From an optimization exercise on the open Yosys and OpenROAD flow, aimed at small area and a short achievable clock period; shortcuts taken in it are not production practice.
In this exercise RTL edits were held to simulation tests only and were not proved equivalent to the original.
The clock port is modelled as an ideal driver; clocking choices that lean on that would not hold on a real chip.
Power and IR drop assume default switching activity.

==> flow/design.v (outline; a module is shown in full before it is edited, if it fits) <==
// module add_fa: 6 lines
// module add_ha: 6 lines
// module add_xnor: 6 lines
// module add_or: 6 lines
// module mult_core_fast: 5257 lines
module mult_core_fast (
    input                iclk        ,
    input                irst        ,
    input        [71:0]  idata       ,
    input        [71:0]  idata_kernel,
    input                icalc_en    ,
    output logic [7:0]   odata       ,
    output logic         odata_valid
);
  // ...
==> flow/flow/run.sh <==
#!/bin/bash
set -euo pipefail
export BUFFER_PORTS_ARGS="-buffer_cell sky130_fd_sc_hd__buf_1"
bash standard.sh cts > orfs_to_cts.log 2>&1
R=orfs/results/sky130hd/mult_core_fast/base
export SKEW_IN=$R/4_1_cts.odb
export SKEW_OUT=$R/4_1_cts.odb
export SKEW_CLASSES="rp_* sky130_fd_sc_hd__clkdlybuf4s50_1 sky130_fd_sc_hd__clkbuf_1 ; rs_* sky130_fd_sc_hd__clkdlybuf4s50_1 sky130_fd_sc_hd__clkdlybuf4s50_1"
openroad -no_splash -exit flow/skew.tcl > skew.log 2>&1
cp $R/4_1_cts.odb $R/4_cts.odb
HOLD_SLACK_MARGIN=0.1 SETUP_SLACK_MARGIN=5.5 bash standard.sh > orfs_finish.log 2>&1
==> flow/flow/skew.tcl <==
# Useful skew for internal register-to-register paths.
# Delays the clock of the registers named in SKEW_CLASSES by putting a chain of
# clock buffers between their leaf clock net and their clock pins, one chain per
# leaf net and class. Only registers whose inputs and outputs are other
# registers (no port paths) are listed.
# env: SKEW_IN, SKEW_OUT (odb files), SKEW_CLASSES: "pattern cell cell ... ; pattern cell ..."
# (the listed cells make the delay; a clkbuf sized for the sink count is added last)
read_db $::env(SKEW_IN)
set db [ord::get_db]
set block [ord::get_db_block]
set classes {}
foreach spec [split $::env(SKEW_CLASSES) ";"] {
  set spec [string trim $spec]
  if {$spec eq ""} continue
  lappend classes $spec
}
set n 0
set nets {}
foreach net [$block getNets] {
  if {[$net getSigType] eq "CLOCK"} { lappend nets $net }
}
foreach net $nets {
  foreach spec $classes {
    set pat [lindex $spec 0]
    set cells [lrange $spec 1 end]
    set sinks {}
    foreach it [$net getITerms] {
      if {[[$it getMTerm] getName] ne "CLK"} continue
      if {[string match $pat [[$it getInst] getName]]} { lappend sinks $it }
    }
    if {[llength $sinks] == 0} continue
    # centroid of the sinks
    set sx 0; set sy 0
    foreach it $sinks {
      set b [[$it getInst] getBBox]
      set sx [expr {$sx + [$b xMin]}]; set sy [expr {$sy + [$b yMin]}]
    }
    set cx [expr {int($sx / [llength $sinks])}]; set cy [expr {int($sy / [llength $sinks])}]
    set drv $net
    # the last buffer drives the sinks: size it by their number
    set k [llength $sinks]
    if {$k <= 8} { set last sky130_fd_sc_hd__clkbuf_4 } elseif {$k <= 18} { set last sky130_fd_sc_hd__clkbuf_8 } else { set last sky130_fd_sc_hd__clkbuf_16 }
    foreach cell [concat $cells $last] {
      set m [$db findMaster $cell]
      incr n
      set inst [odb::dbInst_create $block $m "skewbuf_$n"]
      set onet [odb::dbNet_create $block "skewnet_$n"]
      $onet setSigType CLOCK
      [$inst findITerm A] connect $drv
      [$inst findITerm X] connect $onet
      $inst setLocation $cx $cy
      $inst setPlacementStatus PLACED
      set drv $onet
    }
    foreach it $sinks {
      $it disconnect
      $it connect $drv
    }
    puts "skew: net [$net getName] class $pat: [llength $sinks] sinks behind [llength $cells] buffers"
  }
}
detailed_placement
check_placement -verbose
write_db $::env(SKEW_OUT)
==> flow/standard.sh <==
#!/bin/bash
# synth_recipe.tcl (not shown) runs the flow's synth.tcl, then flattens the netlist and writes it again
# the make line also repeats each setting of config.mk as NAME=value (left out here)
make -C /OpenROAD-flow-scripts/flow DESIGN_CONFIG=/design/flow/config.mk WORK_HOME=/design/flow/orfs CLKGATE_MAP_FILE= SYNTH_SCRIPT=/design/flow/synth_recipe.tcl "${@:-finish}"
==> flow/config.mk <==
export PLATFORM = sky130hd
export DESIGN_NAME = mult_core_fast
export DESIGN_NICKNAME = mult_core_fast
export VERILOG_FILES = /design/flow/design.v
export SDC_FILE = /design/flow/constraint.sdc
export NUM_CORES = 4
export LEC_CHECK = 0
export CAP_MARGIN = 20
export CORE_MARGIN = 2
export CORE_UTILIZATION = 65
export CTS_CLUSTER_DIAMETER = 100
export CTS_CLUSTER_SIZE = 30
export SLEW_MARGIN = 20
export SYNTH_HIERARCHICAL = 1
==> flow/constraint.sdc <==
create_clock -name core_clock -period 8.5 [get_ports {iclk}]
set_input_delay 1.7000 -clock core_clock [delete_from_list [all_inputs] [get_ports {iclk}]]
set_output_delay 1.7000 -clock core_clock [all_outputs]
set_load 0.01 [all_outputs]
==> impl_metrics.yaml, run 1 <==
power_and_ir_drop:
  pg_comb_mw: 6.81
  peakVddDrop_mv: 0.353
  power_leader: "combinational cells"
die:
  core_area_mm2: 0.0357
  dieWidth_um: 194
  fp-row-count: 69
detailed_routing:
  drcViolationCount: 0
  firstDrtPassIters: 17
  met1Wirelength_um: 21100
yosys:
  synth-async-reset-ratio_pct: 0
  synth_top_family_by_area: "adder cells"
  synth_top_area_share_pct: 31.9
  avgSynthCellArea_um2: 10.3
  ys_seq_area_share_pct: 27.3
sta:
  finalCriticalPeriod_ps: 3170
  max-slew-margin-rel_pct: 74.5
  fmax_ghz: 0.315
layout:
  drive_gt1_share_pct: 18.9
  final_cell_mix: "608 x nand2_1, 353 x fa_1, 171 x dfxtp_1, 155 x buf_1, 137 x xnor2_1"
  largest_reg_flops: 4
  fin_cells: 2923
  multi_input_area_share_pct: 64.6
  area_growth_syn_to_layout_pct: 15.0
placed_design:
  port_buffers: 155
  place_inst: 2777
hold_path:
  min_path_type: "reg -> reg"
global_route:
  gr-usage-met3_pct: 3.37
  grt_max_degree: 29
cts:
  clkLatencyLatePin_ps: 1630
  cts_sinks: 321
  cts_inserted_buffers: 15
  postCtsHoldBufs: 0
critical_path:
  r2r_slack_ps: 5330
  crit_start: "rp_2522"
  critPathMaxStageDelay_ps: 440
run_status:
  status: "no timing/DRC/antenna violations"
job:
  cap_violations: 0
==> inputs of run 2 (changes only) <==
--- a/flow/design.v
+++ b/flow/design.v
@@ -2712,68 +2712,68 @@
     logic s2679;
     logic c2680;
     logic s2681;
     logic c2682;
     logic s2683;
     logic c2684;
     logic s2685;
     logic c2686;
-    logic s2687;
-    logic c2688;
-    logic s2689;
-    logic c2690;
-    logic s2691;
-    logic c2692;
-    logic s2693;
-    logic c2694;
-    logic s2695;
-    logic c2696;
-    logic s2697;
-    logic c2698;
-    logic s2699;
-    logic c2700;
-    logic s2701;
-    logic c2702;
-    logic s2703;
-    logic c2704;
-    logic s2705;
-    logic c2706;
-    logic s2707;
-    logic c2708;
-    logic s2709;
-    logic c2710;
-    logic s2711;
-    logic c2712;
-    logic s2713;
-    logic c2714;
-    logic s2715;
-    logic c2716;
-    logic s2717;
-    logic c2718;
-    logic s2719;
-    logic c2720;
-    logic s2721;
-    logic c2722;
-    logic s2723;
-    logic c2724;
-    logic s2725;
-    logic c2726;
-    logic s2727;
-    logic c2728;
-    logic s2729;
-    logic c2730;
-    logic s2731;
-    logic c2732;
-    logic s2733;
-    logic c2734;
-    logic s2735;
-    logic c2736;
-    logic s2737;
-    logic c2738;
+    logic rt3_2687;
+    logic rt3_2688;
+    logic rt3_2689;
+    logic rt3_2690;
+    logic rt3_2691;
+    logic rt3_2692;
+    logic rt3_2693;
+    logic rt3_2694;
+    logic rt3_2695;
+    logic rt3_2696;
+    logic rt3_2697;
+    logic rt3_2698;
+    logic rt3_2699;
+    logic rt3_2700;
+    logic rt3_2701;
+    logic rt3_2702;
+    logic rt3_2703;
+    logic rt3_2704;
+    logic rt3_2705;
+    logic rt3_2706;
+    logic rt3_2707;
+    logic rt3_2708;
+    logic rt3_2709;
+    logic rt3_2710;
+    logic rt3_2711;
+    logic rt3_2712;
+    logic rt3_2713;
+    logic rt3_2714;
+    logic rt3_2715;
+    logic rt3_2716;
+    logic rt3_2717;
+    logic rt3_2718;
+    logic rt3_2719;
+    logic rt3_2720;
+    logic rt3_2721;
+    logic rt3_2722;
+    logic rt3_2723;
+    logic rt3_2724;
+    logic rt3_2725;
+    logic rt3_2726;
+    logic rt3_2727;
+    logic rt3_2728;
+    logic rt3_2729;
+    logic rt3_2730;
+    logic rt3_2731;
+    logic rt3_2732;
+    logic rt3_2733;
+    logic rt3_2734;
+    logic rt3_2735;
+    logic rt3_2736;
+    logic rt3_2737;
+    logic rt3_2738;
     logic s2739;
     logic c2740;
     logic s2741;
     logic c2742;
     logic s2743;
     logic c2744;
     logic s2745;
     logic c2746;
@@ -2782,105 +2782,157 @@
     logic s2749;
     logic c2750;
     logic s2751;
     logic c2752;
     logic s2753;
     logic c2754;
     logic s2755;
     logic c2756;
-    logic rs_2757;
-    logic rs_2758;
-    logic rs_2759;
-    logic rs_2760;
-    logic rs_2761;
-    logic rs_2762;
-    logic rs_2763;
-    logic rs_2764;
-    logic rs_2765;
-    logic rs_2766;
-    logic rs_2767;
-    logic rs_2768;
-    logic rs_2769;
-    logic rs_2770;
-    logic rs_2771;
-    logic rs_2772;
-    logic rs_2773;
-    logic rs_2774;
-    logic rs_2775;
-    logic rs_2776;
-    logic rs_2777;
-    logic s2778;
-    logic c2779;
-    logic s2780;
-    logic c2781;
-    logic s2782;
-    logic c2783;
-    logic s2784;
-    logic c2785;
-    logic s2786;
-    logic c2787;
-    logic s2788;
-    logic c2789;
-    logic s2790;
-    logic c2791;
-    logic s2792;
-    logic c2793;
-    logic s2794;
-    logic c2795;
-    logic s2796;
-    logic c2797;
-    logic gg2798;
-    logic gg2799;
-    logic pq2800;
-    logic gg2801;
-    logic pq2802;
-    logic gg2803;
-    logic pq2804;
-    logic gg2805;
-    logic pq2806;
-    logic gg2807;
-    logic pq2808;
-    logic gg2809;
-    logic gg2810;
-    logic gg2811;
-    logic pq2812;
-    logic gg2813;
-    logic pq2814;
-    logic gg2815;
-    logic pq2816;
-    logic gg2817;
-    logic pq2818;
-    logic gg2819;
-    logic gg2820;
-    logic gg2821;
-    logic gg2822;
-    logic gg2823;
-    logic gg2824;
-    logic gg2825;
-    logic gg2826;
-    logic sum2827;
-    logic sum2828;
-    logic sum2829;
-    logic sum2830;
-    logic sum2831;
-    logic sum2832;
-    logic sum2833;
-    logic sum2834;
-    logic sum2835;
-    logic sum2836;
-    logic sum2837;
-    logic ro_2838;
-    logic ro_2839;
-    logic ro_2840;
-    logic ro_2841;
-    logic ro_2842;
-    logic ro_2843;
-    logic ro_2844;
-    logic ro_2845;
+    logic s2757;
+    logic c2758;
+    logic s2759;
+    logic c2760;
+    logic s2761;
+    logic c2762;
+    logic s2763;
+    logic c2764;
+    logic s2765;
+    logic c2766;
+    logic s2767;
+    logic c2768;
+    logic s2769;
+    logic c2770;
+    logic s2771;
+    logic c2772;
+    logic s2773;
+    logic c2774;
+    logic s2775;
+    logic c2776;
+    logic s2777;
+    logic c2778;
+    logic s2779;
+    logic c2780;
+    logic s2781;
+    logic c2782;
+    logic s2783;
+    logic c2784;
+    logic s2785;
+    logic c2786;
+    logic s2787;
+    logic c2788;
+    logic s2789;
+    logic c2790;
+    logic s2791;
+    logic c2792;
+    logic s2793;
+    logic c2794;
+    logic s2795;
+    logic c2796;
+    logic s2797;
+    logic c2798;
+    logic s2799;
+    logic c2800;
+    logic s2801;
+    logic c2802;
+    logic s2803;
+    logic c2804;
+    logic s2805;
+    logic c2806;
+    logic s2807;
+    logic c2808;
+    logic rs_2809;
+    logic rs_2810;
+    logic rs_2811;
+    logic rs_2812;
+    logic rs_2813;
+    logic rs_2814;
+    logic rs_2815;
+    logic rs_2816;
+    logic rs_2817;
+    logic rs_2818;
+    logic rs_2819;
+    logic rs_2820;
+    logic rs_2821;
+    logic rs_2822;
+    logic rs_2823;
+    logic rs_2824;
+    logic rs_2825;
+    logic rs_2826;
+    logic rs_2827;
+    logic rs_2828;
+    logic rs_2829;
+    logic s2830;
+    logic c2831;
+    logic s2832;
+    logic c2833;
+    logic s2834;
+    logic c2835;
+    logic s2836;
+    logic c2837;
+    logic s2838;
+    logic c2839;
+    logic s2840;
+    logic c2841;
+    logic s2842;
+    logic c2843;
+    logic s2844;
+    logic c2845;
+    logic s2846;
+    logic c2847;
+    logic s2848;
+    logic c2849;
+    logic gg2850;
+    logic gg2851;
+    logic pq2852;
+    logic gg2853;
+    logic pq2854;
+    logic gg2855;
+    logic pq2856;
+    logic gg2857;
+    logic pq2858;
+    logic gg2859;
+    logic pq2860;
+    logic gg2861;
+    logic gg2862;
+    logic gg2863;
+    logic pq2864;
+    logic gg2865;
+    logic pq2866;
+    logic gg2867;
+    logic pq2868;
+    logic gg2869;
+    logic pq2870;
+    logic gg2871;
+    logic gg2872;
+    logic gg2873;
+    logic gg2874;
+    logic gg2875;
+    logic gg2876;
+    logic gg2877;
+    logic gg2878;
+    logic sum2879;
+    logic sum2880;
+    logic sum2881;
+    logic sum2882;
+    logic sum2883;
+    logic sum2884;
+    logic sum2885;
+    logic sum2886;
+    logic sum2887;
+    logic sum2888;
+    logic sum2889;
+    logic ro_2890;
+    logic ro_2891;
+    logic ro_2892;
+    logic ro_2893;
+    logic ro_2894;
+    logic ro_2895;
+    logic ro_2896;
+    logic ro_2897;
     assign pp145 = ~(rin_1 & rin_9);
     assign pp146 = ~(rin_1 & rin_10);
     assign pp147 = ~(rin_1 & rin_11);
     assign pp148 = ~(rin_1 & rin_12);
     assign pp149 = ~(rin_1 & rin_13);
     assign pp150 = ~(rin_1 & rin_14);
     assign pp151 = ~(rin_1 & rin_15);
     assign pp152 = ~(rin_1 & rin_16);
@@ -4862,101 +4914,101 @@
     add_fa u_s2671 (.a(rp_2548), .b(rp_2559), .c(rp_2570), .s(s2671), .co(c2672));
     add_fa u_s2673 (.a(rp_2581), .b(c2634), .c(s2635), .s(s2673), .co(c2674));
     add_fa u_s2675 (.a(rp_2516), .b(rp_2527), .c(rp_2538), .s(s2675), .co(c2676));
     add_fa u_s2677 (.a(rp_2549), .b(rp_2560), .c(rp_2571), .s(s2677), .co(c2678));
     add_fa u_s2679 (.a(rp_2582), .b(c2636), .c(s2637), .s(s2679), .co(c2680));
     add_fa u_s2681 (.a(rp_2517), .b(rp_2528), .c(rp_2539), .s(s2681), .co(c2682));
     add_fa u_s2683 (.a(rp_2550), .b(rp_2561), .c(rp_2572), .s(s2683), .co(c2684));
     add_fa u_s2685 (.a(rp_2583), .b(c2638), .c(s2639), .s(s2685), .co(c2686));
-    add_fa u_s2687 (.a(t2607[8]), .b(t2610[8]), .c(s2617), .s(s2687), .co(c2688));
-    add_fa u_s2689 (.a(s2645), .b(s2647), .c(c2644), .s(s2689), .co(c2690));
-    add_ha u_s2691 (.a(s2649), .b(c2642), .s(s2691), .co(c2692));
-    add_fa u_s2693 (.a(s2651), .b(c2646), .c(s2653), .s(s2693), .co(c2694));
-    add_fa u_s2695 (.a(c2648), .b(s2655), .c(c2650), .s(s2695), .co(c2696));
-    add_fa u_s2697 (.a(c2652), .b(s2657), .c(s2659), .s(s2697), .co(c2698));
-    add_fa u_s2699 (.a(c2654), .b(c2656), .c(s2661), .s(s2699), .co(c2700));
-    add_fa u_s2701 (.a(c2658), .b(c2660), .c(s2663), .s(s2701), .co(c2702));
-    add_fa u_s2703 (.a(s2665), .b(c2662), .c(s2667), .s(s2703), .co(c2704));
-    add_fa u_s2705 (.a(c2664), .b(c2666), .c(s2669), .s(s2705), .co(c2706));
-    add_fa u_s2707 (.a(s2671), .b(c2668), .c(s2673), .s(s2707), .co(c2708));
-    add_fa u_s2709 (.a(c2670), .b(c2672), .c(s2675), .s(s2709), .co(c2710));
-    add_fa u_s2711 (.a(s2677), .b(c2674), .c(s2679), .s(s2711), .co(c2712));
-    add_fa u_s2713 (.a(c2676), .b(c2678), .c(s2681), .s(s2713), .co(c2714));
-    add_fa u_s2715 (.a(s2683), .b(c2680), .c(s2685), .s(s2715), .co(c2716));
-    add_fa u_s2717 (.a(c2640), .b(c2682), .c(c2684), .s(s2717), .co(c2718));
-    add_ha u_s2719 (.a(s2643), .b(s2641), .s(s2719), .co(c2720));
-    add_fa u_s2721 (.a(c2620), .b(c2688), .c(s2691), .s(s2721), .co(c2722));
-    add_fa u_s2723 (.a(s2693), .b(c2690), .c(c2692), .s(s2723), .co(c2724));
-    add_fa u_s2725 (.a(s2697), .b(c2694), .c(s2699), .s(s2725), .co(c2726));
-    add_fa u_s2727 (.a(c2698), .b(s2701), .c(c2700), .s(s2727), .co(c2728));
-    add_fa u_s2729 (.a(c2702), .b(s2705), .c(c2704), .s(s2729), .co(c2730));
-    add_fa u_s2731 (.a(c2706), .b(s2709), .c(c2708), .s(s2731), .co(c2732));
-    add_fa u_s2733 (.a(c2710), .b(s2713), .c(c2712), .s(s2733), .co(c2734));
-    add_fa u_s2735 (.a(c2686), .b(c2714), .c(s2717), .s(s2735), .co(c2736));
-    add_ha u_s2737 (.a(s2619), .b(s2687), .s(s2737), .co(c2738));
-    add_fa u_s2739 (.a(c2720), .b(s2689), .c(s2721), .s(s2739), .co(c2740));
-    add_fa u_s2741 (.a(s2695), .b(c2722), .c(s2723), .s(s2741), .co(c2742));
-    add_fa u_s2743 (.a(c2696), .b(c2724), .c(s2725), .s(s2743), .co(c2744));
-    add_fa u_s2745 (.a(s2703), .b(c2726), .c(s2727), .s(s2745), .co(c2746));
-    add_fa u_s2747 (.a(s2707), .b(c2728), .c(s2729), .s(s2747), .co(c2748));
-    add_fa u_s2749 (.a(s2711), .b(c2730), .c(s2731), .s(s2749), .co(c2750));
-    add_fa u_s2751 (.a(s2715), .b(c2732), .c(s2733), .s(s2751), .co(c2752));
-    add_fa u_s2753 (.a(c2716), .b(s2735), .c(c2734), .s(s2753), .co(c2754));
-    add_ha u_s2755 (.a(c2718), .b(c2736), .s(s2755), .co(c2756));
-    add_ha u_s2778 (.a(rs_2757), .b(rs_2758), .s(s2778), .co(c2779));
-    add_ha u_s2780 (.a(rs_2759), .b(rs_2760), .s(s2780), .co(c2781));
-    add_ha u_s2782 (.a(rs_2761), .b(rs_2762), .s(s2782), .co(c2783));
-    add_ha u_s2784 (.a(rs_2763), .b(rs_2764), .s(s2784), .co(c2785));
-    add_ha u_s2786 (.a(rs_2765), .b(rs_2766), .s(s2786), .co(c2787));
-    add_ha u_s2788 (.a(rs_2767), .b(rs_2768), .s(s2788), .co(c2789));
-    add_ha u_s2790 (.a(rs_2769), .b(rs_2770), .s(s2790), .co(c2791));
-    add_ha u_s2792 (.a(rs_2771), .b(rs_2772), .s(s2792), .co(c2793));
-    add_ha u_s2794 (.a(rs_2773), .b(rs_2774), .s(s2794), .co(c2795));
-    add_ha u_s2796 (.a(rs_2775), .b(rs_2776), .s(s2796), .co(c2797));
-    assign gg2798 = c2781 | (s2780 & c2779);
-    assign gg2799 = c2785 | (s2784 & c2783);
-    assign pq2800 = s2784 & s2782;
-    assign gg2801 = c2789 | (s2788 & c2787);
-    assign pq2802 = s2788 & s2786;
-    assign gg2803 = c2793 | (s2792 & c2791);
-    assign pq2804 = s2792 & s2790;
-    assign gg2805 = c2797 | (s2796 & c2795);
-    assign pq2806 = s2796 & s2794;
-    assign gg2807 = 1'b0 | (1'b0 & 1'b0);
-    assign pq2808 = 1'b0 & rs_2777;
-    assign gg2809 = c2783 | (s2782 & gg2798);
-    assign gg2810 = gg2799 | (pq2800 & gg2798);
-    assign gg2811 = c2791 | (s2790 & gg2801);
-    assign pq2812 = s2790 & pq2802;
-    assign gg2813 = gg2803 | (pq2804 & gg2801);
-    assign pq2814 = pq2804 & pq2802;
-    assign gg2815 = 1'b0 | (rs_2777 & gg2805);
-    assign pq2816 = rs_2777 & pq2806;
-    assign gg2817 = gg2807 | (pq2808 & gg2805);
-    assign pq2818 = pq2808 & pq2806;
-    assign gg2819 = c2787 | (s2786 & gg2810);
-    assign gg2820 = gg2801 | (pq2802 & gg2810);
-    assign gg2821 = gg2811 | (pq2812 & gg2810);
-    assign gg2822 = gg2813 | (pq2814 & gg2810);
-    assign gg2823 = c2795 | (s2794 & gg2822);
-    assign gg2824 = gg2805 | (pq2806 & gg2822);
-    assign gg2825 = gg2815 | (pq2816 & gg2822);
-    assign gg2826 = gg2817 | (pq2818 & gg2822);
-    assign sum2827 = s2780 ^ c2779;
-    assign sum2828 = s2782 ^ gg2798;
-    assign sum2829 = s2784 ^ gg2809;
-    assign sum2830 = s2786 ^ gg2810;
-    assign sum2831 = s2788 ^ gg2819;
-    assign sum2832 = s2790 ^ gg2820;
-    assign sum2833 = s2792 ^ gg2821;
-    assign sum2834 = s2794 ^ gg2822;
-    assign sum2835 = s2796 ^ gg2823;
-    assign sum2836 = rs_2777 ^ gg2824;
-    assign sum2837 = 1'b0 ^ gg2825;
+    add_fa u_s2739 (.a(rt3_2687), .b(rt3_2688), .c(rt3_2689), .s(s2739), .co(c2740));
+    add_fa u_s2741 (.a(rt3_2693), .b(rt3_2694), .c(rt3_2695), .s(s2741), .co(c2742));
+    add_ha u_s2743 (.a(rt3_2696), .b(rt3_2697), .s(s2743), .co(c2744));
+    add_fa u_s2745 (.a(rt3_2699), .b(rt3_2700), .c(rt3_2701), .s(s2745), .co(c2746));
+    add_fa u_s2747 (.a(rt3_2702), .b(rt3_2703), .c(rt3_2704), .s(s2747), .co(c2748));
+    add_fa u_s2749 (.a(rt3_2705), .b(rt3_2706), .c(rt3_2707), .s(s2749), .co(c2750));
+    add_fa u_s2751 (.a(rt3_2708), .b(rt3_2709), .c(rt3_2710), .s(s2751), .co(c2752));
+    add_fa u_s2753 (.a(rt3_2711), .b(rt3_2712), .c(rt3_2713), .s(s2753), .co(c2754));
+    add_fa u_s2755 (.a(rt3_2714), .b(rt3_2715), .c(rt3_2716), .s(s2755), .co(c2756));
+    add_fa u_s2757 (.a(rt3_2717), .b(rt3_2718), .c(rt3_2719), .s(s2757), .co(c2758));
+    add_fa u_s2759 (.a(rt3_2720), .b(rt3_2721), .c(rt3_2722), .s(s2759), .co(c2760));
+    add_fa u_s2761 (.a(rt3_2723), .b(rt3_2724), .c(rt3_2725), .s(s2761), .co(c2762));
+    add_fa u_s2763 (.a(rt3_2726), .b(rt3_2727), .c(rt3_2728), .s(s2763), .co(c2764));
+    add_fa u_s2765 (.a(rt3_2729), .b(rt3_2730), .c(rt3_2731), .s(s2765), .co(c2766));
+    add_fa u_s2767 (.a(rt3_2732), .b(rt3_2733), .c(rt3_2734), .s(s2767), .co(c2768));
+    add_fa u_s2769 (.a(rt3_2735), .b(rt3_2736), .c(rt3_2737), .s(s2769), .co(c2770));
+    add_ha u_s2771 (.a(rt3_2690), .b(rt3_2691), .s(s2771), .co(c2772));
+    add_fa u_s2773 (.a(rt3_2698), .b(s2743), .c(c2740), .s(s2773), .co(c2774));
+    add_fa u_s2775 (.a(c2744), .b(c2742), .c(s2745), .s(s2775), .co(c2776));
+    add_fa u_s2777 (.a(c2746), .b(c2748), .c(s2749), .s(s2777), .co(c2778));
+    add_fa u_s2779 (.a(c2750), .b(c2752), .c(s2753), .s(s2779), .co(c2780));
+    add_fa u_s2781 (.a(c2754), .b(c2756), .c(s2757), .s(s2781), .co(c2782));
+    add_fa u_s2783 (.a(c2758), .b(c2760), .c(s2761), .s(s2783), .co(c2784));
+    add_fa u_s2785 (.a(c2762), .b(c2764), .c(s2765), .s(s2785), .co(c2786));
+    add_fa u_s2787 (.a(rt3_2738), .b(c2766), .c(c2768), .s(s2787), .co(c2788));
+    add_ha u_s2789 (.a(rt3_2692), .b(s2771), .s(s2789), .co(c2790));
+    add_fa u_s2791 (.a(c2772), .b(s2741), .c(s2773), .s(s2791), .co(c2792));
+    add_fa u_s2793 (.a(s2747), .b(c2774), .c(s2775), .s(s2793), .co(c2794));
+    add_fa u_s2795 (.a(s2751), .b(c2776), .c(s2777), .s(s2795), .co(c2796));
+    add_fa u_s2797 (.a(s2755), .b(c2778), .c(s2779), .s(s2797), .co(c2798));
+    add_fa u_s2799 (.a(s2759), .b(c2780), .c(s2781), .s(s2799), .co(c2800));
+    add_fa u_s2801 (.a(s2763), .b(c2782), .c(s2783), .s(s2801), .co(c2802));
+    add_fa u_s2803 (.a(s2767), .b(c2784), .c(s2785), .s(s2803), .co(c2804));
+    add_fa u_s2805 (.a(s2769), .b(c2786), .c(s2787), .s(s2805), .co(c2806));
+    add_ha u_s2807 (.a(c2770), .b(c2788), .s(s2807), .co(c2808));
+    add_ha u_s2830 (.a(rs_2809), .b(rs_2810), .s(s2830), .co(c2831));
+    add_ha u_s2832 (.a(rs_2811), .b(rs_2812), .s(s2832), .co(c2833));
+    add_ha u_s2834 (.a(rs_2813), .b(rs_2814), .s(s2834), .co(c2835));
+    add_ha u_s2836 (.a(rs_2815), .b(rs_2816), .s(s2836), .co(c2837));
+    add_ha u_s2838 (.a(rs_2817), .b(rs_2818), .s(s2838), .co(c2839));
+    add_ha u_s2840 (.a(rs_2819), .b(rs_2820), .s(s2840), .co(c2841));
+    add_ha u_s2842 (.a(rs_2821), .b(rs_2822), .s(s2842), .co(c2843));
+    add_ha u_s2844 (.a(rs_2823), .b(rs_2824), .s(s2844), .co(c2845));
+    add_ha u_s2846 (.a(rs_2825), .b(rs_2826), .s(s2846), .co(c2847));
+    add_ha u_s2848 (.a(rs_2827), .b(rs_2828), .s(s2848), .co(c2849));
+    assign gg2850 = c2833 | (s2832 & c2831);
+    assign gg2851 = c2837 | (s2836 & c2835);
+    assign pq2852 = s2836 & s2834;
+    assign gg2853 = c2841 | (s2840 & c2839);
+    assign pq2854 = s2840 & s2838;
+    assign gg2855 = c2845 | (s2844 & c2843);
+    assign pq2856 = s2844 & s2842;
+    assign gg2857 = c2849 | (s2848 & c2847);
+    assign pq2858 = s2848 & s2846;
+    assign gg2859 = 1'b0 | (1'b0 & 1'b0);
+    assign pq2860 = 1'b0 & rs_2829;
+    assign gg2861 = c2835 | (s2834 & gg2850);
+    assign gg2862 = gg2851 | (pq2852 & gg2850);
+    assign gg2863 = c2843 | (s2842 & gg2853);
+    assign pq2864 = s2842 & pq2854;
+    assign gg2865 = gg2855 | (pq2856 & gg2853);
+    assign pq2866 = pq2856 & pq2854;
+    assign gg2867 = 1'b0 | (rs_2829 & gg2857);
+    assign pq2868 = rs_2829 & pq2858;
+    assign gg2869 = gg2859 | (pq2860 & gg2857);
+    assign pq2870 = pq2860 & pq2858;
+    assign gg2871 = c2839 | (s2838 & gg2862);
+    assign gg2872 = gg2853 | (pq2854 & gg2862);
+    assign gg2873 = gg2863 | (pq2864 & gg2862);
+    assign gg2874 = gg2865 | (pq2866 & gg2862);
+    assign gg2875 = c2847 | (s2846 & gg2874);
+    assign gg2876 = gg2857 | (pq2858 & gg2874);
+    assign gg2877 = gg2867 | (pq2868 & gg2874);
+    assign gg2878 = gg2869 | (pq2870 & gg2874);
+    assign sum2879 = s2832 ^ c2831;
+    assign sum2880 = s2834 ^ gg2850;
+    assign sum2881 = s2836 ^ gg2861;
+    assign sum2882 = s2838 ^ gg2862;
+    assign sum2883 = s2840 ^ gg2871;
+    assign sum2884 = s2842 ^ gg2872;
+    assign sum2885 = s2844 ^ gg2873;
+    assign sum2886 = s2846 ^ gg2874;
+    assign sum2887 = s2848 ^ gg2875;
+    assign sum2888 = rs_2829 ^ gg2876;
+    assign sum2889 = 1'b0 ^ gg2877;
     always_ff @(posedge iclk) begin
         rin_1 <= idata[0];
         rin_2 <= idata[1];
         rin_3 <= idata[2];
         rin_4 <= idata[3];
         rin_5 <= idata[4];
         rin_6 <= idata[5];
         rin_7 <= idata[6];
@@ -5236,46 +5288,98 @@
         rp_2576 <= sum2432;
         rp_2577 <= sum2433;
         rp_2578 <= sum2434;
         rp_2579 <= sum2435;
         rp_2580 <= sum2436;
         rp_2581 <= sum2437;
         rp_2582 <= sum2438;
         rp_2583 <= sum2439;
-        rs_2757 <= s2737;
-        rs_2758 <= s2719;
-        rs_2759 <= c2738;
-        rs_2760 <= s2739;
-        rs_2761 <= c2740;
-        rs_2762 <= s2741;
-        rs_2763 <= c2742;
-        rs_2764 <= s2743;
-        rs_2765 <= c2744;
-        rs_2766 <= s2745;
-        rs_2767 <= c2746;
-        rs_2768 <= s2747;
-        rs_2769 <= c2748;
-        rs_2770 <= s2749;
-        rs_2771 <= c2750;
-        rs_2772 <= s2751;
-        rs_2773 <= c2752;
-        rs_2774 <= s2753;
-        rs_2775 <= c2754;
-        rs_2776 <= s2755;
-        rs_2777 <= c2756;
-        ro_2838 <= sum2830;
-        ro_2839 <= sum2831;
-        ro_2840 <= sum2832;
-        ro_2841 <= sum2833;
-        ro_2842 <= sum2834;
-        ro_2843 <= sum2835;
-        ro_2844 <= sum2836;
-        ro_2845 <= sum2837;
+        rt3_2687 <= s2641;
+        rt3_2688 <= s2643;
+        rt3_2689 <= t2607[8];
+        rt3_2690 <= t2610[8];
+        rt3_2691 <= s2617;
+        rt3_2692 <= s2619;
+        rt3_2693 <= c2642;
+        rt3_2694 <= c2644;
+        rt3_2695 <= s2645;
+        rt3_2696 <= s2647;
+        rt3_2697 <= s2649;
+        rt3_2698 <= c2620;
+        rt3_2699 <= c2646;
+        rt3_2700 <= c2648;
+        rt3_2701 <= c2650;
+        rt3_2702 <= s2651;
+        rt3_2703 <= s2653;
+        rt3_2704 <= s2655;
+        rt3_2705 <= c2652;
+        rt3_2706 <= c2654;
+        rt3_2707 <= c2656;
+        rt3_2708 <= s2657;
+        rt3_2709 <= s2659;
+        rt3_2710 <= s2661;
+        rt3_2711 <= c2658;
+        rt3_2712 <= c2660;
+        rt3_2713 <= c2662;
+        rt3_2714 <= s2663;
+        rt3_2715 <= s2665;
+        rt3_2716 <= s2667;
+        rt3_2717 <= c2664;
+        rt3_2718 <= c2666;
+        rt3_2719 <= c2668;
+        rt3_2720 <= s2669;
+        rt3_2721 <= s2671;
+        rt3_2722 <= s2673;
+        rt3_2723 <= c2670;
+        rt3_2724 <= c2672;
+        rt3_2725 <= c2674;
+        rt3_2726 <= s2675;
+        rt3_2727 <= s2677;
+        rt3_2728 <= s2679;
+        rt3_2729 <= c2676;
+        rt3_2730 <= c2678;
+        rt3_2731 <= c2680;
+        rt3_2732 <= s2681;
+        rt3_2733 <= s2683;
+        rt3_2734 <= s2685;
+        rt3_2735 <= c2682;
+        rt3_2736 <= c2684;
+        rt3_2737 <= c2686;
+        rt3_2738 <= c2640;
+        rs_2809 <= s2789;
+        rs_2810 <= s2739;
+        rs_2811 <= c2790;
+        rs_2812 <= s2791;
+        rs_2813 <= c2792;
+        rs_2814 <= s2793;
+        rs_2815 <= c2794;
+        rs_2816 <= s2795;
+        rs_2817 <= c2796;
+        rs_2818 <= s2797;
+        rs_2819 <= c2798;
+        rs_2820 <= s2799;
+        rs_2821 <= c2800;
+        rs_2822 <= s2801;
+        rs_2823 <= c2802;
+        rs_2824 <= s2803;
+        rs_2825 <= c2804;
+        rs_2826 <= s2805;
+        rs_2827 <= c2806;
+        rs_2828 <= s2807;
+        rs_2829 <= c2808;
+        ro_2890 <= sum2882;
+        ro_2891 <= sum2883;
+        ro_2892 <= sum2884;
+        ro_2893 <= sum2885;
+        ro_2894 <= sum2886;
+        ro_2895 <= sum2887;
+        ro_2896 <= sum2888;
+        ro_2897 <= sum2889;
     end
-    assign odata = {ro_2845, ro_2844, ro_2843, ro_2842, ro_2841, ro_2840, ro_2839, ro_2838};
-    logic [3:0] valid_pipe;
+    assign odata = {ro_2897, ro_2896, ro_2895, ro_2894, ro_2893, ro_2892, ro_2891, ro_2890};
+    logic [4:0] valid_pipe;
     always_ff @(posedge iclk) begin
         if (irst) valid_pipe <= '0;
-        else      valid_pipe <= {valid_pipe[2:0], icalc_en};
+        else      valid_pipe <= {valid_pipe[3:0], icalc_en};
     end
-    assign odata_valid = valid_pipe[3];
+    assign odata_valid = valid_pipe[4];
 endmodule
==> flow/flow/run.sh (replaced) <==
#!/bin/bash
set -euo pipefail
export BUFFER_PORTS_ARGS="-buffer_cell sky130_fd_sc_hd__buf_1"
bash standard.sh cts > orfs_to_cts.log 2>&1
R=orfs/results/sky130hd/mult_core_fast/base
export SKEW_IN=$R/4_1_cts.odb
export SKEW_OUT=$R/4_1_cts.odb
export SKEW_CLASSES="rp_* sky130_fd_sc_hd__clkdlybuf4s50_1 sky130_fd_sc_hd__clkdlybuf4s50_1 sky130_fd_sc_hd__clkbuf_1 ; rt3_* sky130_fd_sc_hd__clkdlybuf4s50_1 sky130_fd_sc_hd__clkdlybuf4s50_1 ; rs_* sky130_fd_sc_hd__clkdlybuf4s50_1"
openroad -no_splash -exit flow/skew.tcl > skew.log 2>&1
cp $R/4_1_cts.odb $R/4_cts.odb
HOLD_SLACK_MARGIN=0.1 SETUP_SLACK_MARGIN=5.65 bash standard.sh > orfs_finish.log 2>&1
==> run 2 against run 1 <==
- still clean
- non-clock buffer count is 197 higher
- sequential share of layout area is 0.68 points higher
- clock power is 46% higher
- critical path type unchanged
- largest power group unchanged
==> impl_metrics.yaml, run 2 <==
run_status:
  status: "no timing/DRC/antenna violations"
yosys:
  synthFlopType: "dfxtp_1"
  avgSynthCellArea_um2: 10.6
  synth.most_common_cell: "nand2_1"
  synth_cell_types: 55
  ys_seq_area_share_pct: 30.3
  synth-async-reset-ratio_pct: 0
  synth_seq_cells: 374
  synth_edf_count: 0
  synth_area_leaders: "fa_1 30%, dfxtp_1 30%, nand2_1 9.2%"
  synth_top_area_share_pct: 30.4
  synth_common_cells: "602 x nand2_1, 375 x fa_1, 374 x dfxtp_1"
  yosys.area.top_type: "fa_1"
  ys_warn_count: 7
  synth_nets: 3003
  synth_cells: 2330
  mappedNetlistArea_mm2: 0.0247
critical_path:
  crit_cells: 13
  critPathBufInv: 0
  critPathMaxStageDelay_ps: 530
  cp_data_required_time_ps: 10150
  arrival_ps: 4630
  rr_worst_depth: 13
  path_cells: "nand2_1 -> fa_1 -> fa_2 -> fa_1 -> fa_1 -> ha_4 -> or3b_4 -> a31oi_4 -> a21o_1 -> a31oi_1 -> mux2_4 -> a21oi_2 -> xor2_1"
  crit_type: "reg -> reg"
  cpLargestDelayFamily: "adder cells"
  cp_slowest_cell: "fa_1"
  cp-end-kind: "flop"
  cpMostUsedCell: "fa_1"
  crit_path_start_kind: "flop"
  crit_path_max_fanout: 5
layout:
  register_area_mm2: 0.00768
  drive_gt1_share_pct: 10.7
  final_cell_mix: "595 x nand2_1, 368 x fa_1, 298 x dfxtp_1, 180 x dlygate4sd3_1, 155 x buf_1"
  antenna_cells: 0
  utilization_pct: 78.9
  layout_commonest_cell: "nand2_1"
  largest_reg_flops: 5
  multiInputGateArea_mm2: 0.0170
  layout.nets: 3364
  fin_cells: 3208
  area_growth_syn_to_layout_pct: 19.8
  fillCellCount: 2447
  top_register: "valid_pipe"
placed_design:
  port_buffers: 155
  place_hpwl_um: 39100
  gp_congestion: 0.879
  place_inst: 2862
cts:
  htree_levels: 1
  clkLatencyLatePin_ps: 1780
  cts_inserted_buffers: 17
  clock_path_buffers: 3
  cts_tree: "built"
  cts.clk_slew.worst_paths_ps: 110
  cts_sinks: 374
  ctsRootBufferMaster: "clkbuf_16"
sta:
  hold_viol_final: 0
  period_share_pct: 35.0
  rsz0062_at_grt: "yes"
  fin_tns_setup_ps: 0
  tightest_slew_ps: 405
  finalCriticalPeriod_ps: 2980
  fin_skew_ps: 1280
  setup_violations: 0
  fmax_ghz: 0.336
  slew_violations: 0
  max-slew-margin-rel_pct: 72.8
detailed_routing:
  drt-initial-drc-count: 764
  wl_um: 54500
  vias: 17341
  antenna_left: 0
  drcViolationCount: 0
  firstDrtPassIters: 7
  drt-wirelength-per-cell_um: 17.0
  viasPerCell: 5.41
global_route:
  first_global_vias: 17042
  grt_max_degree: 31
  grt_pass1_wl_um: 81400
  antenna_found_initial: 0
  overflow: 0
  grt_use_total_pct: 26.0
job:
  cap_violations: 0
power_and_ir_drop:
  p_leak_nw: 11.2
  switchingPower_mw: 3.85
  peakVddDrop_mv: 0.249
  internal-power_mw: 6.16
  powerDensity_mw_per_mm2: 339
  sequentialPowerShare_pct: 29.2
  pwr-share-comb_pct: 53.4
  switching_share_pct: 38.5
  power_frac_clock_pct: 17.4
die:
  start_util_pct: 65.8
  fp-row-count: 71
  die_h_um: 199
  core_area_mm2: 0.0375
  dieArea_mm2: 0.0395
  dieWidth_um: 199
  io_pins: 156
hold_path:
  min_path_type: "reg -> reg"
  min_delay_path_depth: 7
## run 2: cell types whose count changed in the layout (fill, tap and decap cells not counted), moves of 13 or more
cell | previous run | this run
a31oi_1 | 7 | 23
clkdlybuf4s50_1 | 16 | 43
dfxtp_1 | 171 | 298
dfxtp_2 | 53 | 35
dfxtp_4 | 97 | 41
dlygate4sd3_1 | 10 | 180
fa_1 | 353 | 368
fa_2 | 22 | 7
ha_1 | 115 | 138
ha_4 | 30 | 13
maj3_1 | 1 | 23
maj3_2 | 26 | 6
nand2_1 | 608 | 595
## run 2: timing repair
action                     CTS  global route
setup endpoints to repair    0            43
hold endpoints to repair     0            78
hold buffers                 0           180
resized for setup            0           195
buffers inserted             0            61
## run 2: final cells by class
class / count / area share (%)
buffer: 80 / 2.48
clock buffer: 18 / 1.49
clock inverter: 7 / 0.449
inverter: 18 / 0.229
multi-input combinational: 1804 / 57.6
sequential: 374 / 26.0
tap: 511 / 2.16
timing repair buffer: 396 / 9.64
## run 2: cell families after synthesis
family / count (synthesis) / share of synthesized area, %
AO/OA/AOI/OAI: 195 / 5.35
XOR/XNOR: 183 / 6.49
adder cells (fa/ha/maj): 555 / 39.3
buffers and inverters: 152 / 2.43
flip-flops: 374 / 30.3
multiplexers: 38 / 1.70
AND/OR/NAND/NOR: 833 / 14.4
## run 2: power groups by stage
stage	Combinational [mW]	Clock, mW	Sequential [mW]
3_5_place_dp	4.50	0	2.97
2_1_floorplan	3.62	0	2.71
3_3_place_gp	4.34	0	2.96
4_1_cts	4.55	1.06	2.93
5_1_grt	5.99	1.86	2.99
6_report	5.34	1.74	2.93
## run 2: tightest hold or removal path, cell delays in order, from the launching register on
cell	delay, ps
dfxtp_2	380
nand2_1	90
fa_1	200
fa_1	200
ha_1	170
nand3b_1	70
o21ai_0	80
a31oi_1	60
## run 2: through the flow
step	power, mW	worst slack, ps	area [um^2]	hold WS (ps)
floorplan	6.32	4300	24700	414
global placement	7.30	4230	25400	430
detailed placement	7.47	4100	25400	438
CTS	8.54	4030	25900	464
global route	10.8	5380	29600	85.3
finish	10.0	5520	29600	22.6
## run 2: modules after synthesis, one instance, submodules excluded
module          area [um^2]  times used  flip-flops and latches
add_fa                 20.0         375                       0
add_ha                 12.5         149                       0
add_or                 6.26          63                       0
add_xnor               8.76          63                       0
mult_core_fast        14400           1                     374
## run 2: final timing paths
kind	startpoint	endpoint	slack (ps)
worst max-delay path	rin_82	rp_2549	5520
worst min-delay path	rin_46	rp_2517	20
worst max register to register	rin_82	rp_2549	5520
worst min register to register	rin_46	rp_2517	20
## run 2: per-layer routing
| metal | part of all wire, % | up-vias | track usage (%) | wire [um] |
|---|---|---|---|---|
| li1 | - | 8198 | - | - |
| met1 | 43 | 8656 | 35.6 | 23600 |
| met2 | 51 | 414 | 44.5 | 27700 |
| met3 | 3.8 | 73 | 2.88 | 2080 |
| met4 | 2.0 | 0 | 6.50 | 1070 |
| met5 | 0 | - | 0 | 0 |
==> inputs of run 3 (changes only) <==
--- a/flow/flow/run.sh
+++ b/flow/flow/run.sh
@@ -10,2 +10,2 @@
 cp $R/4_1_cts.odb $R/4_cts.odb
-HOLD_SLACK_MARGIN=0.1 SETUP_SLACK_MARGIN=5.65 bash standard.sh > orfs_finish.log 2>&1
+HOLD_SLACK_MARGIN=0.1 SETUP_SLACK_MARGIN=5.5 bash standard.sh > orfs_finish.log 2>&1
==> run 3 against run 2 <==
- via count fell by 0.75%
- core utilization decreased by 1.1 points
- global-route usage unchanged
- register-to-register slack worse by 60 ps
- critical path depth unchanged
- clock-buffer cell count unchanged
- largest cell class unchanged
==> impl_metrics.yaml, run 3 <==
run_status:
  status: "no timing/DRC/antenna violations"
critical_path:
  crit_path_max_fanout: 8
  cp_slowest_cell: "fa_1"
  arrival_ps: 4710
  crit_type: "reg -> reg"
  critPathMaxStageDelay_ps: 520
  cp-end-kind: "flop"
  path_cells: "nand2_1 -> fa_1 -> fa_1 -> fa_1 -> fa_1 -> ha_4 -> or3b_2 -> a31oi_2 -> a21o_1 -> a31oi_1 -> mux2_4 -> a21oi_2 -> xor2_1"
  cpLargestDelayFamily: "adder cells"
  cp_data_required_time_ps: 10180
  cpMostUsedCell: "fa_1"
  critPathBufInv: 0
  crit_path_start_kind: "flop"
placed_design:
  place_hpwl_um: 39100
  port_buffers: 155
  place_ws_ps: 4100
  gp_congestion: 0.879
layout:
  fillCellCount: 2514
  layout.nets: 3337
  layout_commonest_cell: "nand2_1"
  largest_reg_flops: 5
  area_growth_syn_to_layout_pct: 18.1
  antenna_cells: 0
  register_area_mm2: 0.00764
  multiInputGateArea_mm2: 0.0169
  top_register: "valid_pipe"
  drive_gt1_share_pct: 8.95
  final_cell_mix: "599 x nand2_1, 371 x fa_1, 312 x dfxtp_1, 167 x dlygate4sd3_1, 155 x buf_1"
yosys:
  synth_top_area_share_pct: 30.4
  synth-async-reset-ratio_pct: 0
  ys_seq_area_share_pct: 30.3
  synth_area_leaders: "fa_1 30%, dfxtp_1 30%, nand2_1 9.2%"
  synth_cells: 2330
  synth_common_cells: "602 x nand2_1, 375 x fa_1, 374 x dfxtp_1"
  synth_edf_count: 0
  synth.most_common_cell: "nand2_1"
  ys_warn_count: 7
  synthFlopType: "dfxtp_1"
  synth_seq_cells: 374
  avgSynthCellArea_um2: 10.6
  yosys.area.top_type: "fa_1"
  synth_nets: 3003
  synth_cell_types: 55
  mappedNetlistArea_mm2: 0.0247
sta:
  fin_tns_setup_ps: 0
  rsz0062_at_grt: "yes"
  tightest_slew_ps: 483
  max-slew-margin-rel_pct: 67.5
  hold_viol_final: 0
  fin_skew_ps: 1250
  fmax_ghz: 0.329
  slew_violations: 0
  setup_ws_ps: 5460
  finalCriticalPeriod_ps: 3040
  period_share_pct: 35.7
  setup_violations: 0
global_route:
  overflow: 0
  grt_pass1_wl_um: 81400
  antenna_found_initial: 0
  grt_max_degree: 31
  grt_use_total_pct: 26.0
  first_global_vias: 17042
power_and_ir_drop:
  switchingPower_mw: 3.78
  peakVddDrop_mv: 0.228
  pwr-share-comb_pct: 52.6
  power_frac_clock_pct: 17.7
  powerDensity_mw_per_mm2: 338
  internal-power_mw: 6.06
  switching_share_pct: 38.4
  total_power_mw: 9.84
  sequentialPowerShare_pct: 29.7
  p_leak_nw: 11.1
detailed_routing:
  wl_um: 53700
  firstDrtPassIters: 7
  antenna_left: 0
  viasPerCell: 5.41
  drt-wirelength-per-cell_um: 16.9
  drcViolationCount: 0
  vias: 17211
  drt-initial-drc-count: 776
die:
  io_pins: 156
  die_h_um: 199
  dieArea_mm2: 0.0395
  start_util_pct: 65.8
  dieWidth_um: 199
  core_area_mm2: 0.0375
  fp-row-count: 71
hold_path:
  min_path_type: "reg -> reg"
job:
  cap_violations: 0
cts:
  cts_inserted_buffers: 17
  htree_levels: 1
  cts.clk_slew.worst_paths_ps: 110
  clock_path_buffers: 3
  cts_sinks: 374
  clkLatencyLatePin_ps: 1740
  cts_tree: "built"
  ctsRootBufferMaster: "clkbuf_16"
## run 3: Yosys stat by module (local to each module, per instance)
module	flip-flops and latches	cells	times used	area [um^2]
add_or	0	1	63	6.26
mult_core_fast	374	1680	1	14400
add_xnor	0	1	63	8.76
add_ha	0	1	149	12.5
add_fa	0	1	375	20.0
## run 3: kinds of logic (layout without fill, tap and decap cells)
| group | after synthesis | after routing | share of synthesized area, % |
|---|---|---|---|
| muxes | 38 | 38 | 1.70 |
| adders and majority gates | 555 | 555 | 39.3 |
| xor gates and xnor gates | 183 | 183 | 6.49 |
| AOI/OAI and AO/OA | 195 | 195 | 5.35 |
| buffers and inverters | 152 | 492 | 2.43 |
| DFF | 374 | 374 | 30.3 |
| and+or+nand+nor | 833 | 833 | 14.4 |
## run 3: power by group through the flow
stage	sequential, mW	combinational, mW	clock (mW)
3_5_place_dp	2.97	4.50	0
2_1_floorplan	2.71	3.62	0
3_3_place_gp	2.96	4.34	0
4_1_cts	2.93	4.55	1.06
6_report	2.92	5.18	1.74
5_1_grt	2.99	5.83	1.86
## run 3: worst paths after layout
check / startpoint / end / slack, ps / cells past startpoint
min reg2reg: rin_13 / rp_2491 / 20 / 5
max: rin_66 / rp_2538 / 5460 / 13
min: rin_13 / rp_2491 / 20 / 5
max reg2reg: rin_66 / rp_2538 / 5460 / 13
## run 3: stage by stage
step / cells / util, % / hold WS [ps] / cell area (um^2)
2_1_floorplan: 2330 / - / 414 / 24700
3_3_place_gp: 2862 / 67.7 / 430 / 25400
3_5_place_dp: 2862 / 67.7 / 438 / 25400
4_1_cts: 2887 / 69.2 / 464 / 25900
5_1_grt: 3181 / 77.7 / 101 / 29100
6_report: 3181 / 77.7 / 19.4 / 29100
## run 3: metal layers
| metal | part of all wire [%] | global-route usage [%] | vias to the layer above |
|---|---|---|---|
| met5 | 0 | 0 | - |
| met4 | 1.9 | 6.50 | 0 |
| met3 | 3.6 | 2.88 | 71 |
| met2 | 51 | 44.5 | 397 |
| met1 | 43 | 35.6 | 8614 |
| li1 | - | - | 8129 |
## run 3: layout make-up
class / count / area share (%)
Clock buffer: 18 / 1.51
Timing Repair Buffer: 369 / 8.96
Tap cell: 511 / 2.19
Buffer: 80 / 2.52
Sequential cell: 374 / 26.2
Inverter: 18 / 0.232
Multi-Input combinational cell: 1804 / 57.9
Clock inverter: 7 / 0.455
## run 3: repair_timing
| action | 4_1_cts | 5_1_grt |
|---|---|---|
| resized for setup | 0 | 139 |
| setup buffers | 0 | 47 |
| endpoints found under the hold margin | 0 | 77 |
| hold buffers | 0 | 167 |
| endpoints found under the setup margin | 0 | 30 |
## run 3: worst reg2reg max path: stages (launching register included)
cell,delay (ps)
dfxtp_4,410
nand2_1,90
fa_1,500
fa_1,390
fa_1,520
fa_1,450
ha_4,320
or3b_2,460
a31oi_2,220
a21o_1,140
a31oi_1,60
mux2_4,320
a21oi_2,150
xor2_1,150

afterwards: timing with drivers on the ports:
No port has a modelled driver above. Below, the same layouts with a new extraction and two added sets of constraints.
Step 1, drivers: a clkbuf_16 drives iclk and a buf_2 each remaining input, both assumed.
Step 2, shift: input delay + t, output delay - t, t = (earliest + latest rising clock arrival at the registers) / 2. This alone moves slack from input paths to output paths.
Slacks: ideal / step 1 / step 2; pairs: ideal / step 1.
run	t (ns)	slack for setup (ns)	worst hold slack (ns)	worst setup path at the end	latest minus earliest clock arrival (ns)
run 1	1.107	5.327 / 5.327 / 5.327	0.085 / 0.085 / 0.085	register to register	1.153 / 1.154
run 2	1.187	5.523 / 5.523 / 5.523	0.023 / 0.023 / 0.023	register to register	1.299 / 1.299
run 3	1.168	5.462 / 5.462 / 5.462	0.019 / 0.019 / 0.019	register to register	1.266 / 1.266
In every run listed the clock reaches the registers at very different times; t lies between them, and the last value is a rough guide only.
